From an optimization exercise on the open Yosys and OpenROAD flow, aimed at small area and a short achievable clock period; shortcuts taken in it are not production practice.
Where RTL was checked, it was by simulation tests only, not by an equivalence proof against the original.
Power is estimated from default activity; no workload was simulated.

==> flow/design.v (excerpt) <==
module LU_cache #(
    parameter CELL_SIZE = 8,
    parameter CELL_COUNT = 128,
    parameter CELL_ADDR_SIZE = 7
)
(
    input clk,
    input reset,
    input [CELL_SIZE - 1:0] data_in,
    input new_data,
    output [CELL_COUNT * CELL_SIZE - 1:0] data_out
);
export LEC_CHECK = 0
export CAP_MARGIN = 20
export CORE_MARGIN = 2
export CORE_UTILIZATION = 55
export SETUP_SLACK_MARGIN = 3.0
export SLEW_MARGIN = 20
export SYNTH_HIERARCHICAL = 1
create_clock -name core_clock -period 7.0 [get_ports {clk}]
standard.sh (not shown) runs the stock make flow with config.mk's settings and CLKGATE_MAP_FILE= SYNTH_SCRIPT=/design/flow/synth_recipe.tcl, a recipe that flattens the netlist after the stock synthesis.
==> flow/flow/run.sh <==
#!/bin/bash
# Standard ORFS layout, except that port buffers are buf_1 instead of the
# cell buffer_ports picks by default, and timing is repaired after CTS only
# (no second repair after global routing).
set -euo pipefail
bash standard.sh "BUFFER_PORTS_ARGS=-buffer_cell sky130_fd_sc_hd__buf_1" SKIP_INCREMENTAL_REPAIR=1 finish > layout.log 2>&1
The starting point completed with no timing, DRC or antenna violations.
Next try:
- SETUP_SLACK_MARGIN: 3.0 -> 2.5
Effect: The changed run went through all stages and came out clean; clock-buffer cell count is higher by 10; fmax went down by 9.4%; wire length fell by 3.2%; global-route usage fell by 1.3 points; worst hold slack gets better by 0.076 ns; cell area fell by 1.7%; utilization falls by 1.1 points; total power drops by 1.2%.
Next try:
==> flow/flow/run.sh (replaced) <==
#!/bin/bash
# Standard ORFS layout, except that port buffers are buf_1 instead of the
# cell buffer_ports picks by default.
set -euo pipefail
bash standard.sh "BUFFER_PORTS_ARGS=-buffer_cell sky130_fd_sc_hd__buf_1" finish > layout.log 2>&1
- CTS_CLUSTER_DIAMETER: not set -> 60
- CTS_CLUSTER_SIZE: not set -> 30
- SETUP_SLACK_MARGIN: 2.5 -> 3.5
Effect: Setup slack is better by 0.48 ns. Sequential power hardly moves. Count of clock-buffer cells in the layout is lower by 70. Global-route usage goes up by 2.0 points. Maximum frequency rises by 11%. Die area does not change. Worst hold slack loses 0.061 ns.
Function was not checked in any run of this note: the RTL went through the layout flow alone.


Another version of the RTL of LU_cache (not shown whole).
Size: about 50000 um2 of cells after synthesis.
clock: 7.0 ns
lec_check: 0
cap_margin: 20
core_margin: 2
core_utilization: 55
setup_slack_margin: 3.6
slew_margin: 20
synth_hierarchical: 1
==> flow/flow/run.sh <==
#!/bin/bash
# Standard ORFS layout with these changes:
#  - port buffers are buf_1 instead of the cell buffer_ports picks by default;
#  - the slow AND/OR cells (and*, or*) are added to the don't-use list, so
#    synthesis and repair build logic from NAND/NOR/AOI cells;

set -euo pipefail
DU="sky130_fd_sc_hd__probe_p_8 sky130_fd_sc_hd__probec_p_8 sky130_fd_sc_hd__lpflow_bleeder_1 sky130_fd_sc_hd__lpflow_clkbufkapwr_1 sky130_fd_sc_hd__lpflow_clkbufkapwr_16 sky130_fd_sc_hd__lpflow_clkbufkapwr_2 sky130_fd_sc_hd__lpflow_clkbufkapwr_4 sky130_fd_sc_hd__lpflow_clkbufkapwr_8 sky130_fd_sc_hd__lpflow_clkinvkapwr_1 sky130_fd_sc_hd__lpflow_clkinvkapwr_16 sky130_fd_sc_hd__lpflow_clkinvkapwr_2 sky130_fd_sc_hd__lpflow_clkinvkapwr_4 sky130_fd_sc_hd__lpflow_clkinvkapwr_8 sky130_fd_sc_hd__lpflow_decapkapwr_12 sky130_fd_sc_hd__lpflow_decapkapwr_3 sky130_fd_sc_hd__lpflow_decapkapwr_4 sky130_fd_sc_hd__lpflow_decapkapwr_6 sky130_fd_sc_hd__lpflow_decapkapwr_8 sky130_fd_sc_hd__lpflow_inputiso0n_1 sky130_fd_sc_hd__lpflow_inputiso0p_1 sky130_fd_sc_hd__lpflow_inputiso1n_1 sky130_fd_sc_hd__lpflow_inputiso1p_1 sky130_fd_sc_hd__lpflow_inputisolatch_1 sky130_fd_sc_hd__lpflow_isobufsrc_1 sky130_fd_sc_hd__lpflow_isobufsrc_16 sky130_fd_sc_hd__lpflow_isobufsrc_2 sky130_fd_sc_hd__lpflow_isobufsrc_4 sky130_fd_sc_hd__lpflow_isobufsrc_8 sky130_fd_sc_hd__lpflow_isobufsrckapwr_16 sky130_fd_sc_hd__lpflow_lsbuf_lh_hl_isowell_tap_1 sky130_fd_sc_hd__lpflow_lsbuf_lh_hl_isowell_tap_2 sky130_fd_sc_hd__lpflow_lsbuf_lh_hl_isowell_tap_4 sky130_fd_sc_hd__lpflow_lsbuf_lh_isowell_4 sky130_fd_sc_hd__lpflow_lsbuf_lh_isowell_tap_1 sky130_fd_sc_hd__lpflow_lsbuf_lh_isowell_tap_2 sky130_fd_sc_hd__lpflow_lsbuf_lh_isowell_tap_4"
EX=" sky130_fd_sc_hd__or2_0 sky130_fd_sc_hd__or2_1 sky130_fd_sc_hd__or2_2 sky130_fd_sc_hd__or2_4 sky130_fd_sc_hd__or3_1 sky130_fd_sc_hd__or3_2 sky130_fd_sc_hd__or3_4 sky130_fd_sc_hd__or4_1 sky130_fd_sc_hd__or4_2 sky130_fd_sc_hd__or4_4 sky130_fd_sc_hd__or2b_1 sky130_fd_sc_hd__or2b_2 sky130_fd_sc_hd__or2b_4 sky130_fd_sc_hd__or3b_1 sky130_fd_sc_hd__or3b_2 sky130_fd_sc_hd__or3b_4 sky130_fd_sc_hd__or4b_1 sky130_fd_sc_hd__or4b_2 sky130_fd_sc_hd__or4b_4 sky130_fd_sc_hd__or4bb_1 sky130_fd_sc_hd__or4bb_2 sky130_fd_sc_hd__or4bb_4 sky130_fd_sc_hd__and2_0 sky130_fd_sc_hd__and2_1 sky130_fd_sc_hd__and2_2 sky130_fd_sc_hd__and2_4 sky130_fd_sc_hd__and3_1 sky130_fd_sc_hd__and3_2 sky130_fd_sc_hd__and3_4 sky130_fd_sc_hd__and4_1 sky130_fd_sc_hd__and4_2 sky130_fd_sc_hd__and4_4 sky130_fd_sc_hd__and2b_1 sky130_fd_sc_hd__and2b_2 sky130_fd_sc_hd__and2b_4 sky130_fd_sc_hd__and3b_1 sky130_fd_sc_hd__and3b_2 sky130_fd_sc_hd__and3b_4 sky130_fd_sc_hd__and4b_1 sky130_fd_sc_hd__and4b_2 sky130_fd_sc_hd__and4b_4 sky130_fd_sc_hd__and4bb_1 sky130_fd_sc_hd__and4bb_2 sky130_fd_sc_hd__and4bb_4"
bash standard.sh "BUFFER_PORTS_ARGS=-buffer_cell sky130_fd_sc_hd__buf_1" "DONT_USE_CELLS=$DU $EX" finish > layout.log 2>&1
The baseline completed without violations.
==> next run, changes <==
--- a/flow/config.mk
+++ b/flow/config.mk
@@ -9,4 +9,6 @@
 export CORE_MARGIN = 2
 export CORE_UTILIZATION = 55
+export CTS_BUF_LIST = sky130_fd_sc_hd__clkbuf_8
+export CTS_CLUSTER_SIZE = 25
 export SETUP_SLACK_MARGIN = 3.6
 export SLEW_MARGIN = 20
Effect: The changed run finished with timing, DRC and antenna clean. First-iteration DRC count shrinks by 1.8%. Cell area shrinks by 2.6%. Sequential power is about the same. Via count shrinks by 0.83%. Hold slack is worse by 0.0033 ns. Worst setup slack is better by 0.14 ns. Register-to-register slack is worse by 0.03 ns.
==> next run, changes <==
--- a/flow/config.mk
+++ b/flow/config.mk
@@ -9,7 +9,5 @@
 export CORE_MARGIN = 2
 export CORE_UTILIZATION = 55
-export CTS_BUF_LIST = sky130_fd_sc_hd__clkbuf_8
-export CTS_CLUSTER_SIZE = 25
-export SETUP_SLACK_MARGIN = 3.6
+export SETUP_SLACK_MARGIN = 3.0
 export SLEW_MARGIN = 20
 export SYNTH_HIERARCHICAL = 1
What happened: Routed wire length decreases by 5.3%; area after synthesis is unchanged; clock power increases by 4.3%; combinational power decreases by 14%; global-route usage decreases by 3.4 points; final cell count decreases by 3.8%.
==> next run, changes <==
--- a/flow/config.mk
+++ b/flow/config.mk
@@ -9,4 +9,6 @@
 export CORE_MARGIN = 2
 export CORE_UTILIZATION = 55
+export CTS_CLUSTER_DIAMETER = 100
+export CTS_CLUSTER_SIZE = 20
 export SETUP_SLACK_MARGIN = 3.0
 export SLEW_MARGIN = 20
After rerunning: The new run produced a clean layout. Flip-flop and latch count does not change. Synthesized cell count stays the same. Routed wire length stays flat. Cell count drops by 1.7%. Via count goes down by about 0.7%. Cell area drops by about 3%. Power came out lower by 14%.
Function was not checked in any run of this note: the RTL went through the layout flow alone.


LU_cache, a different RTL version from the one above (not shown whole).
For scale: roughly 4100 cells after synthesis, roughly 1000 I/O pins, roughly 50000 sq um of cells after synthesis.
export LEC_CHECK = 0
export CAP_MARGIN = 20
export CORE_MARGIN = 2
export CORE_UTILIZATION = 55
export CTS_CLUSTER_DIAMETER = 150
export CTS_CLUSTER_SIZE = 30
export SETUP_SLACK_MARGIN = 3.0
export SLEW_MARGIN = 20
export SYNTH_HIERARCHICAL = 1
create_clock -name core_clock -period 7.0 [get_ports {clk}]
Scripts as last shown in full above: flow/flow/run.sh
The baseline completed with no timing, DRC or antenna violations.
Rerun with:
CTS_CLUSTER_DIAMETER = 120   (was 150)
CTS_CLUSTER_SIZE = 25   (was 30)
SETUP_SLACK_MARGIN = 3.2   (was 3.0)
The changed run went through all stages and came out clean; fmax came out lower by 0.44%; cell count came out higher by about 1.8%; non-clock buffer count came out higher by 104.
Rerun with:
CORE_UTILIZATION = 60   (was 55)
SETUP_SLACK_MARGIN = 3.0   (was 3.2)
What happened: Combinational power went down by about 5%; setup slack degrades by 0.0034 ns; global-route usage went up by 3.5 points.
Rerun with:
CORE_UTILIZATION = 55   (was 60)
CTS_CLUSTER_DIAMETER = default   (was 120)
CTS_CLUSTER_SIZE = default   (was 25)
SETUP_SLACK_MARGIN = 3.6   (was 3.0)
Cell count rises by 6.1%.
Synthesized cell count does not change.
Sequential share of layout area falls by 3.6 points.


LU_cache again, from the RTL that the note above started with.
==> flow/config.mk <==
export PLATFORM = sky130hd
export DESIGN_NAME = LU_cache
export DESIGN_NICKNAME = LU_cache
export VERILOG_FILES = /design/flow/design.v
export SDC_FILE = /design/flow/constraint.sdc
export NUM_CORES = 4
export LEC_CHECK = 0
export CAP_MARGIN = 20
export CORE_MARGIN = 2
export CORE_UTILIZATION = 55
export CTS_CLUSTER_DIAMETER = 100
export CTS_CLUSTER_SIZE = 20
export SETUP_SLACK_MARGIN = 3.3
export SLEW_MARGIN = 20
export SYNTH_HIERARCHICAL = 1
export TNS_END_PERCENT = 0
==> flow/constraint.sdc <==
create_clock -name core_clock -period 7.0 [get_ports {clk}]
set_input_delay 1.4000 -clock core_clock [delete_from_list [all_inputs] [get_ports {clk}]]
set_output_delay 1.4000 -clock core_clock [all_outputs]
set_load 0.01 [all_outputs]
Scripts as last shown in full above: flow/flow/run.sh
Rerun with:
PLACE_DENSITY = 0.72   (was not set)
SETUP_SLACK_MARGIN = 3.0   (was 3.3)
TNS_END_PERCENT = not set   (was 0)
What happened:
- The new run produced a clean layout
- clock skew hardly moves
- final area stays flat
- total power grows slightly
- wire length drops by a few percent
- die area does not change
- non-clock buffer count goes down by 17
- setup slack got worse by 0.078 ns
Rerun with:
PLACE_DENSITY = 0.85   (was 0.72)
Maximum frequency came out lower by a few percent.
Power came out higher slightly.
Global-route usage came out higher by 1.3 points.
Worst setup slack loses 0.11 ns.
Sequential share of layout area came out lower by 0.41 points.
Rerun with:
CTS_CLUSTER_DIAMETER = 120   (was 100)
CTS_CLUSTER_SIZE = 25   (was 20)
PLACE_DENSITY = not set   (was 0.85)
=>
- routed wire length shrinks by about 3%
- clock-buffer cell count drops by 14
- total power shrinks by 3.6%
- design area fell by 2.5%
- worst hold slack improved by 0.0035 ns
- sequential share of layout area rose by 1.1 points
- worst setup slack gets better by 0.20 ns

[port drivers added, routing unchanged]
In the flow no input, the clock included, has a driving cell. The finished layouts below were timed again as built, in two steps. Step 1: set_driving_cell puts a clkbuf_16 on clk and a buf_2 on each other input, an assumption about the parent block. Step 2 times the ports against the registers' clock, not the clock port: input delays grow and output delays shrink by t, the midpoint of the rising clock arrivals with the driver on. Three values: ideal ports, drivers, drivers and shift; two values: the first two.
run	t, ns	slack for setup (ns)	hold slack, ns
the first run of note 1	0.764	2.780 / 2.669 / 1.905	0.496 / 0.496 / 0.496
the second run of note 1	0.778	2.345 / 2.379 / 1.602	0.572 / 0.572 / 0.572
the third run of note 1	0.753	2.824 / 2.656 / 1.903	0.511 / 0.511 / 0.511
the first run of note 2	0.771	3.209 / 2.996 / 2.225	0.510 / 0.510 / 0.510
the second run of note 2	0.917	3.347 / 3.130 / 2.213	0.507 / 0.507 / 0.507
the third run of note 2	0.774	3.018 / 2.813 / 2.039	0.500 / 0.500 / 0.500
the fourth run of note 2	0.776	3.054 / 2.816 / 2.040	0.507 / 0.507 / 0.507
the first run of note 3	0.728	3.015 / 2.792 / 2.065	0.506 / 0.506 / 0.506
the second run of note 3	0.712	2.997 / 2.726 / 2.014	0.503 / 0.503 / 0.503
the third run of note 3	0.720	2.994 / 2.769 / 2.049	0.512 / 0.512 / 0.512
the fourth run of note 3	0.770	3.140 / 2.906 / 2.136	0.499 / 0.499 / 0.499
the first run of note 4	0.776	3.072 / 2.841 / 2.065	0.500 / 0.500 / 0.500
the second run of note 4	0.774	2.993 / 2.747 / 1.973	0.500 / 0.500 / 0.500
the third run of note 4	0.758	2.887 / 2.629 / 1.871	0.502 / 0.502 / 0.502
the fourth run of note 4	0.708	3.091 / 2.851 / 2.143	0.505 / 0.505 / 0.505
After both steps every run listed still meets setup and hold. For the second run of note 2, which loses most, drivers alone change the setup slack by -0.217 ns; drivers and shift together by -1.134 ns.
